From an optimization exercise on the open Yosys and OpenROAD flow, aimed at small area and a short achievable clock period; shortcuts taken in it are not production practice.
Function was checked by simulation only, so behaviour that the tests miss may differ from the original.
In this run the design's own scripts or RTL, not TritonCTS, make the clock network.
No driver is modelled on the clock port, so clock power and skew are understated where the tree is cut down; a real chip needs a root buffer or a tree.
Power figures rest on the tool's default switching activity, not on a simulated workload.

==> flow/design.v <==
module HW(clk, rst, din, do0, do1, do2, count, di0, mo);
    input clk;
    input rst;
    input [49:0] din;
    output reg [9:0] do0;
    output reg [9:0] do1;
    output reg [9:0] do2;
    output [6:0] count;
    output [29:0] di0;
    output [89:0] mo;
    reg [3:0] cnt;
    assign count = {3'b000, cnt};
    reg [29:0] x012;      
    reg [19:0] x34;       
    reg [89:0] hist;      
    reg [9:0] d0, d1, d2;
    reg [8:0] e0, e1, e2;
    assign di0 = x012;
    assign mo = hist;
    wire [9:0] x0 = x012[9:0];
    wire [9:0] x1 = x012[19:10];
    wire [9:0] x2 = x012[29:20];
    wire [9:0] x3 = x34[9:0];
    wire [9:0] x4 = x34[19:10];
    wire [9:0] s0 = x0 ^ x1 ^ x2;
    wire [9:0] s1 = x1 ^ x2 ^ x3;
    wire [9:0] s2 = x2 ^ x3 ^ x4;
    wire [8:0] c0 = (x0[8:0] & x1[8:0]) | (x0[8:0] & x2[8:0]) | (x1[8:0] & x2[8:0]);
    wire [8:0] c1 = (x1[8:0] & x2[8:0]) | (x1[8:0] & x3[8:0]) | (x2[8:0] & x3[8:0]);
    wire [8:0] c2 = (x2[8:0] & x3[8:0]) | (x2[8:0] & x4[8:0]) | (x3[8:0] & x4[8:0]);
    wire [9:0] t0, t1, t2;
    bkadd a0(s0, {c0, 1'b0}, t0);
    bkadd a1(s1, {c1, 1'b0}, t1);
    bkadd a2(s2, {c2, 1'b0}, t2);
    always @(posedge clk, posedge rst) begin
        if (rst) begin
            cnt <= 4'd0;
            x012 <= 30'd0;
            x34 <= 20'd0;
            hist <= 90'd0;
            do0 <= 10'd0; do1 <= 10'd0; do2 <= 10'd0;
            d0 <= 10'd0; d1 <= 10'd0; d2 <= 10'd0;
            e0 <= 9'd0; e1 <= 9'd0; e2 <= 9'd0;
        end else begin
            cnt <= (cnt == 4'd10) ? 4'd0 : cnt + 4'd1;
            x012 <= din[29:0];
            x34 <= din[49:30];
            hist <= {hist[59:0], x012};
            do0 <= {s0[7:0], 2'b00} + {c0[6:0], 3'b000} + d0 + {d0[8:0], 1'b0} + {e0, 1'b0};
            do1 <= {s1[7:0], 2'b00} + {c1[6:0], 3'b000} + d1 + {d1[8:0], 1'b0} + {e1, 1'b0};
            do2 <= {s2[7:0], 2'b00} + {c2[6:0], 3'b000} + d2 + {d2[8:0], 1'b0} + {e2, 1'b0};
            d0 <= t0;
            d1 <= t1;
            d2 <= t2;
            e0 <= d0[8:0];
            e1 <= d1[8:0];
            e2 <= d2[8:0];
        end
    end
endmodule
module bkadd(a, b, y);
    input [9:0] a, b;
    output [9:0] y;
    wire [9:0] p = a ^ b;
    wire [9:0] g = a & b;
    wire g10 = g[1] | (p[1] & g[0]);
    wire g32 = g[3] | (p[3] & g[2]);  wire p32 = p[3] & p[2];
    wire g54 = g[5] | (p[5] & g[4]);  wire p54 = p[5] & p[4];
    wire g76 = g[7] | (p[7] & g[6]);  wire p76 = p[7] & p[6];
    wire g30 = g32 | (p32 & g10);
    wire g74 = g76 | (p76 & g54);     wire p74 = p76 & p54;
    wire g70 = g74 | (p74 & g30);
    wire g50 = g54 | (p54 & g30);
    wire g20 = g[2] | (p[2] & g10);
    wire g40 = g[4] | (p[4] & g30);
    wire g60 = g[6] | (p[6] & g50);
    wire g80 = g[8] | (p[8] & g70);
    wire [9:0] cin = {g80, g70, g60, g50, g40, g30, g20, g10, g[0], 1'b0};
    assign y = p ^ cin;
endmodule
==> flow/flow/run.sh <==
#!/bin/bash
# Layout flow: the standard ORFS flow, with extra ORFS settings from flow/extra.mk
# appended to config.mk (smaller port buffers, repair targets) and a flat two-level
# clock tree built by flow/mycts.tcl in place of TritonCTS (flow/pre_cts.tcl).
# Each tool's output goes to a log file in this folder.
set -euo pipefail
here=$(pwd)
cat "$here/flow/extra.mk" >> "$here/config.mk"
echo "export PRE_CTS_TCL = $here/flow/pre_cts.tcl" >> "$here/config.mk"
bash "$here/standard.sh" > "$here/orfs_make.log" 2>&1
==> flow/flow/extra.mk <==
export BUFFER_PORTS_ARGS = -buffer_cell sky130_fd_sc_hd__buf_1
export SYNTH_ARGS = -noabc
export SETUP_SLACK_MARGIN = 6.0
export MYCTS_N = 18
export MYCTS_ROOTS = 4
export MYCTS_CELL = sky130_fd_sc_hd__clkbuf_8
export MYCTS_ROOTCELL = sky130_fd_sc_hd__clkbuf_8
export MYCTS_NLATE = 3
export MYCTS_LATE = ^do
export MYCTS_DLYCELL = sky130_fd_sc_hd__clkbuf_4
==> flow/flow/mycts.tcl <==
# Flat clock tree in place of TritonCTS.
#  - The flip-flops are split into clusters (balanced k-means on their placed locations);
#    each cluster is driven by one leaf buffer (MYCTS_CELL).
#  - Flip-flops whose names match MYCTS_LATE (the output registers of the filter sums)
#    form their own clusters, whose leaf buffers are fed through one more buffer
#    (MYCTS_DLYCELL): useful skew for the register-to-register paths that end there.
#  - The clock port drives MYCTS_ROOTS root buffers (MYCTS_ROOTCELL), each feeding a
#    share of the leaf (and delay) buffers.
proc envor {name def} { expr {[info exists ::env($name)] ? $::env($name) : $def} }
set nbuf     [envor MYCTS_N 12]
set nlate    [envor MYCTS_NLATE 0]
set latepat  [envor MYCTS_LATE ""]
set bufcell  [envor MYCTS_CELL sky130_fd_sc_hd__clkbuf_16]
set dlycell  [envor MYCTS_DLYCELL sky130_fd_sc_hd__clkbuf_4]
set nroot    [envor MYCTS_ROOTS 4]
set rootcell [envor MYCTS_ROOTCELL sky130_fd_sc_hd__clkbuf_8]
set block [ord::get_db_block]
set dbu [$block getDbUnitsPerMicron]
set clknet [$block findNet clk]

proc center {inst} {
  set bb [$inst getBBox]
  list [expr {([$bb xMin] + [$bb xMax]) / 2.0}] [expr {([$bb yMin] + [$bb yMax]) / 2.0}]
}

# Balanced k-means: returns a list of k lists of indexes into pts ({x y} pairs).
proc kmeans {pts k} {
  set n [llength $pts]
  if {$k <= 1} { set all {}; for {set i 0} {$i < $n} {incr i} { lappend all $i }; return [list $all] }
  set cx 0; set cy 0
  foreach p $pts { set cx [expr {$cx + [lindex $p 0]}]; set cy [expr {$cy + [lindex $p 1]}] }
  set cx [expr {$cx / $n}]; set cy [expr {$cy / $n}]
  set ang {}
  set i 0
  foreach p $pts { lappend ang [list [expr {atan2([lindex $p 1] - $cy, [lindex $p 0] - $cx)}] $i]; incr i }
  set ang [lsort -real -index 0 $ang]
  set cent {}
  for {set c 0} {$c < $k} {incr c} {
    set p [lindex $pts [lindex [lindex $ang [expr {int(($c + 0.5) * $n / $k)}]] 1]]
    lappend cent [list [expr {($cx + [lindex $p 0]) / 2.0}] [expr {($cy + [lindex $p 1]) / 2.0}]]
  }
  set cap [expr {int(ceil(1.0 * $n / $k)) + 2}]
  for {set iter 0} {$iter < 30} {incr iter} {
    set pairs {}
    for {set i 0} {$i < $n} {incr i} {
      set p [lindex $pts $i]
      for {set c 0} {$c < $k} {incr c} {
        set q [lindex $cent $c]
        lappend pairs [list [expr {abs([lindex $p 0] - [lindex $q 0]) + abs([lindex $p 1] - [lindex $q 1])}] $i $c]
      }
    }
    set pairs [lsort -real -index 0 $pairs]
    set cnt [lrepeat $k 0]
    array unset asg
    foreach pr $pairs {
      lassign $pr dd i c
      if {[info exists asg($i)] || [lindex $cnt $c] >= $cap} continue
      set asg($i) $c
      lset cnt $c [expr {[lindex $cnt $c] + 1}]
    }
    set groups [lrepeat $k {}]
    for {set i 0} {$i < $n} {incr i} { lset groups $asg($i) [concat [lindex $groups $asg($i)] $i] }
    set cent {}
    foreach g $groups {
      set sx 0; set sy 0
      foreach i $g { set sx [expr {$sx + [lindex [lindex $pts $i] 0]}]; set sy [expr {$sy + [lindex [lindex $pts $i] 1]}] }
      set m [expr {max([llength $g], 1)}]
      lappend cent [list [expr {$sx / $m}] [expr {$sy / $m}]]
    }
  }
  return $groups
}

# Insert one buffer of cell on net clk driving pins (list of {inst mterm}); returns its output net.
proc drive {cell pins name} {
  set block [ord::get_db_block]
  set dbu [$block getDbUnitsPerMicron]
  set sx 0; set sy 0; set sp {}
  foreach p $pins {
    lassign $p iname mname
    set inst [$block findInst $iname]
    lassign [center $inst] x y
    set sx [expr {$sx + $x}]; set sy [expr {$sy + $y}]
    lappend sp [get_pins "$iname/$mname"]
  }
  set m [llength $pins]
  insert_buffer -buffer_cell $cell -net clk -load_pins $sp \
    -location [list [expr {$sx / $m / $dbu}] [expr {$sy / $m / $dbu}]] -buffer_name $name -net_name ${name}_net
  lassign [lindex $pins 0] iname mname
  set net [[[$block findInst $iname] findITerm $mname] getNet]
  $net setSigType CLOCK
  set drv [$net getFirstOutput]
  puts "MYCTS $name ([[[$drv getInst] getMaster] getName]) drives $m pins at [expr {$sx / $m / $dbu}] [expr {$sy / $m / $dbu}]"
  return [list [[$drv getInst] getName] A]
}

set normal {}; set late {}
foreach it [$clknet getITerms] {
  set inst [$it getInst]
  set pin [list [$inst getName] [[$it getMTerm] getName]]
  if {$latepat ne "" && $nlate > 0 && [regexp $latepat [$inst getName]]} { lappend late $pin } else { lappend normal $pin }
}
puts "MYCTS sinks: [llength $normal] normal, [llength $late] late"

set tops {}
foreach {sinks k tag} [list $normal $nbuf leaf $late $nlate late] {
  if {[llength $sinks] == 0} continue
  set pts {}
  foreach p $sinks { lappend pts [center [$block findInst [lindex $p 0]]] }
  set c 0
  set leafpins {}
  foreach g [kmeans $pts $k] {
    if {[llength $g] == 0} continue
    set pins {}
    foreach i $g { lappend pins [lindex $sinks $i] }
    lappend leafpins [drive $bufcell $pins myclk${tag}_$c]
    incr c
  }
  if {$tag eq "late"} {
    lappend tops [drive $dlycell $leafpins myclkdly]
  } else {
    set tops [concat $tops $leafpins]
  }
}

if {$nroot > 0} {
  set pts {}
  foreach p $tops { lappend pts [center [$block findInst [lindex $p 0]]] }
  set r 0
  foreach g [kmeans $pts $nroot] {
    if {[llength $g] == 0} continue
    set pins {}
    foreach i $g { lappend pins [lindex $tops $i] }
    drive $rootcell $pins myclkroot_$r
    incr r
  }
}
$clknet setSigType CLOCK
global_connect
set_propagated_clock [all_clocks]
==> flow/flow/pre_cts.tcl <==
# PRE_CTS hook: build the clock tree with mycts.tcl and skip TritonCTS.
source [file join [file dirname [info script]] mycts.tcl]
rename clock_tree_synthesis {}
proc clock_tree_synthesis {args} { puts "clock tree built by mycts.tcl; TritonCTS skipped" }
==> flow/standard.sh <==
#!/bin/bash
# synth_recipe.tcl (not shown) runs the flow's synth.tcl, then flattens the netlist and writes it again
# the make line also repeats each setting of config.mk as NAME=value (left out here)
make -C /OpenROAD-flow-scripts/flow DESIGN_CONFIG=/design/flow/config.mk WORK_HOME=/design/flow/orfs CLKGATE_MAP_FILE= SYNTH_SCRIPT=/design/flow/synth_recipe.tcl "${@:-finish}"
==> flow/config.mk <==
export PLATFORM = sky130hd
export DESIGN_NAME = HW
export DESIGN_NICKNAME = HW
export VERILOG_FILES = /design/flow/design.v
export SDC_FILE = /design/flow/constraint.sdc
export NUM_CORES = 4
export LEC_CHECK = 0
export CAP_MARGIN = 20
export CORE_MARGIN = 2
export CORE_UTILIZATION = 40
export SLEW_MARGIN = 20
export BUFFER_PORTS_ARGS = -buffer_cell sky130_fd_sc_hd__buf_1
export SYNTH_ARGS = -noabc
export SETUP_SLACK_MARGIN = 6.0
export MYCTS_N = 18
export MYCTS_ROOTS = 4
export MYCTS_CELL = sky130_fd_sc_hd__clkbuf_8
export MYCTS_ROOTCELL = sky130_fd_sc_hd__clkbuf_8
export MYCTS_NLATE = 3
export MYCTS_LATE = ^do
export MYCTS_DLYCELL = sky130_fd_sc_hd__clkbuf_4
export PRE_CTS_TCL = /design/flow/flow/pre_cts.tcl
==> flow/constraint.sdc <==
create_clock -name core_clock -period 9.0 [get_ports {clk}]
set_input_delay 1.8000 -clock core_clock [delete_from_list [all_inputs] [get_ports {clk}]]
set_output_delay 1.8000 -clock core_clock [all_outputs]
set_load 0.01 [all_outputs]
==> summary.txt <==
- Chip width: 155.7 microns
- RSZ-0062 raised after global routing: true
- Number of global-route vias before repair: 5534
- Layout cells sized above 1: 10.68%
- Slew headroom: 59.08%
- First-pass GRT wire length: 28880 microns
- CP Class: reg2reg
- Arrival @ worst endpoint: 3.14 ns
- Worst slew pin tran: 0.6138 ns
- Worst path max stage delay: 0.57 ns
- Detail Route Antenna Nets: 0
- Comb power frac: 59.5%
- P per Cell Area: 457.7 nW/um^2
- Post-synthesis sequential area ratio: 62.01%
- Register bit total from synthesis: ~230
- Final HPWL DP: 12960 microns
- Commonest cells after routing, fill and taps aside: dfrtp_1, buf_1, fa_1
- Hold Fails Final Rpt: 0
- Yosys warning total: 1
- DRC: 0
- Slew Viols, Final: 0
- DRT Pass-1 Iters: 4
- Syn_area_per_cell: 18.48 sq um
- Num rows: between 50 and 60
- Min Clock Period, post-route: ~2.9 ns
- Routability cong.: 0.7391
- Internal Power: 3.040 mW
- Sw Share: 38.94%
- Gate Count Post-Synth: 498
- GRT Util Overall: 14.91%
- Max VDD drop: 293.3 uV
- Routed vias/inst: 4.639
- Via Count: 4755
- Core region area: 22640 sq um
- Cts hold-fix bufs: 0
- Setup violations, final: 0
- Cell mode on critical path: a21o_1
- Status: complete, no violations
- Area growth, synth to finish: 18.22%
- Die area: 24230 sq um
- Max-cap violation count: 0
- Post-Synthesis Cell Area: between 9000 and 10000 sq um
- Register clock-pin slew on the reported worst setup and hold paths: ~0.09 ns
- Flop pwr share: 28.9%
- Hold Crit Class: reg2reg
- DR WL/cell: 17.08 microns
- Worst Path Max Fanout: 4
- Initial antenna violation count: 0
- Power share of the clock group: 11.6%
- DR iter-0 viols: approximately 140
- Worst skew pair latency: 0.51 ns
- Crit path cell chain: fa_2 > ha_1 > a21o_1 > a21o_1 > a21o_1 > o21a_1 > fa_2 > xnor2_2 > xnor2_1 > xnor2_1
- Fmax: 0.3406 GHz
- Commonest non-fill, non-tap cell in the layout: dfrtp_1
- Final wirelength: 17500 microns
- Total negative slack: 0 ns
- IO Pins: 209
- Initial core utilization: 40.64%
- Diodes inserted: 0
- Final Skew: around 0.23 ns
- P_sw: 1.939 mW
- Layout net count: 937
- Port-buffer cells: 205
- Setup crit start kind: flop
- CP required: 9.21 ns
- GR Overflow Total: 0
- Pwr Total: 4.978 mW
- Worst setup EP type: flop
- Slowest cell on the critical path: fa_2
- Leakage power figure: 4.610 nW
- Fin area: around 11000 sq um
- Die Ht: 155.7 microns
- Placed Area: 10320 sq um
- Period utilization: 32.63%
- Netlist cell types: 20
- Largest net degree at the start of global routing: 71
[power groups by stage]
stage | sequential, mW | clock [mW] | combinational (mW)
2_1_floorplan | 1.48 | 0 | 2.26
3_5_place_dp | 1.46 | 0 | 2.88
4_1_cts | 1.45 | 0.603 | 2.92
5_1_grt | 1.47 | 0.639 | 3.45
6_report | 1.44 | 0.577 | 2.96
3_3_place_gp | 1.46 | 0 | 2.81
[registers in the layout, indices dropped and copies added (netlist names), 10 cells and up]
signal / count
x012: 30
hist: 90
d1: 10
d2: 10
d0: 10
x34: 20
[path summary, 6_finish.rpt]
path / start / end / slack, ns / depth (start not counted)
worst max-delay path: x012[22] / d1[9] / 6.06 / 10
worst min-delay path: d0[0] / do0[1] / 0.35 / 1
worst max register to register: x012[22] / d1[9] / 6.06 / 10
worst min register to register: d0[0] / do0[1] / 0.35 / 1
max in group asynchronous: rst / d1[5] / 6.29 / 4
min in group asynchronous: rst / do0[8] / 1.50 / 2
[final cells by class, without the clock buffers]
class	instances	area (sq um)
Fill cell	1963	11760
Sequential cell	228	5722
Multi-Input combinational cell	261	3522
Timing Repair Buffer	218	890.9
Tap cell	285	356.6
Inverter	5	22.52
Timing Repair inverter	2	12.51
[critical path, delay by kind of cell (launching register included)]
family | cells | cell delay, ns
adders and majority gates | 3 | 1.15
DFF | 1 | 0.49
AOI/OAI and AO/OA | 4 | 0.75
xor gates and xnor gates | 3 | 0.42
[cell families (layout without fill, tap and decap cells)]
kind of cell	Yosys count	after routing	share of synthesized area, %
buffers and inverters	11	251	0.6935
and+or+nand+nor	14	14	0.7615
AOI/OAI and AO/OA	46	46	3.236
DFF	228	228	62.01
other	1	3	0.04076
xor gates and xnor gates	54	54	5.140
muxes	1	1	0.1088
adders and majority gates	143	143	28.01
[per-layer routing]
layer  global-route usage (%)  share of wire (%)  vias up
met4                    2.971                2.2        0
met3                    3.472                7.7       27
met1                    19.67                 42     2452
met5                        0                  0        -
li1                         -                  -     2091
met2                    25.54                 48      185
[Yosys cell counts, drive strengths merged]
cell	number	area share, %
or3	3	0.20
o21ai	7	0.38
ha	38	5.2
o21a	3	0.24
mux2i	1	0.11
o21bai	3	0.24
a21o	18	1.5
a21oi	12	0.65
dfrtp	228	62
xor2	15	1.4
conb	1	0.041
xnor2	39	3.7
nor2	3	0.12
a211oi	3	0.24
nor4	3	0.20
inv	5	0.20
buf	6	0.49
fa	105	23
nand2b	1	0.068
nand2	4	0.16
[through the flow]
stage / setup WS [ns] / hold WS, ns / std cells / util [%]
floorplan: 4.220 / 0.3856 / 500 / -
global placement: 5.004 / 0.3548 / 987 / 45.60
detailed placement: 4.921 / 0.3563 / 987 / 45.60
CTS: 6.006 / 0.3243 / 1022 / 47.65
global route: 5.886 / 0.3634 / 1025 / 48.05
finish: 6.064 / 0.3492 / 1025 / 48.05
[timing repair]
action,4_1_cts,5_1_grt
cloned,1,1
gates resized for setup,17,24
pin swaps,18,14
setup endpoints to repair,134,121
buffers inserted,8,2

what the ideal ports hide:
In the flow no input, the clock included, has a driving cell. The finished layout below was timed again as built, in two steps.
Step 1: set_driving_cell puts a clkbuf_16 on clk and a buf_2 on each other input, an assumption about the parent block.
Step 2 also shifts input and output timing later by t, the mid clock arrival at the registers, as if the neighbouring blocks saw the same clock.
Slacks: no drivers / after step 1 / after step 2; pairs: no drivers / after step 1.
t, ns: 0.488
setup WS [ns]: 6.064 / 6.006 / 5.862
worst register clock-pin slew, ns: 0.09 / 0.09
worst data-port slew with drivers (ns): 0.04
pins driven straight from the clock port: 4
After both steps setup and hold are still met in this run. For this run, drivers alone change the setup slack by -0.058 ns; drivers and shift together by -0.202 ns. The worst setup slack also covers recovery checks on asynchronous resets.
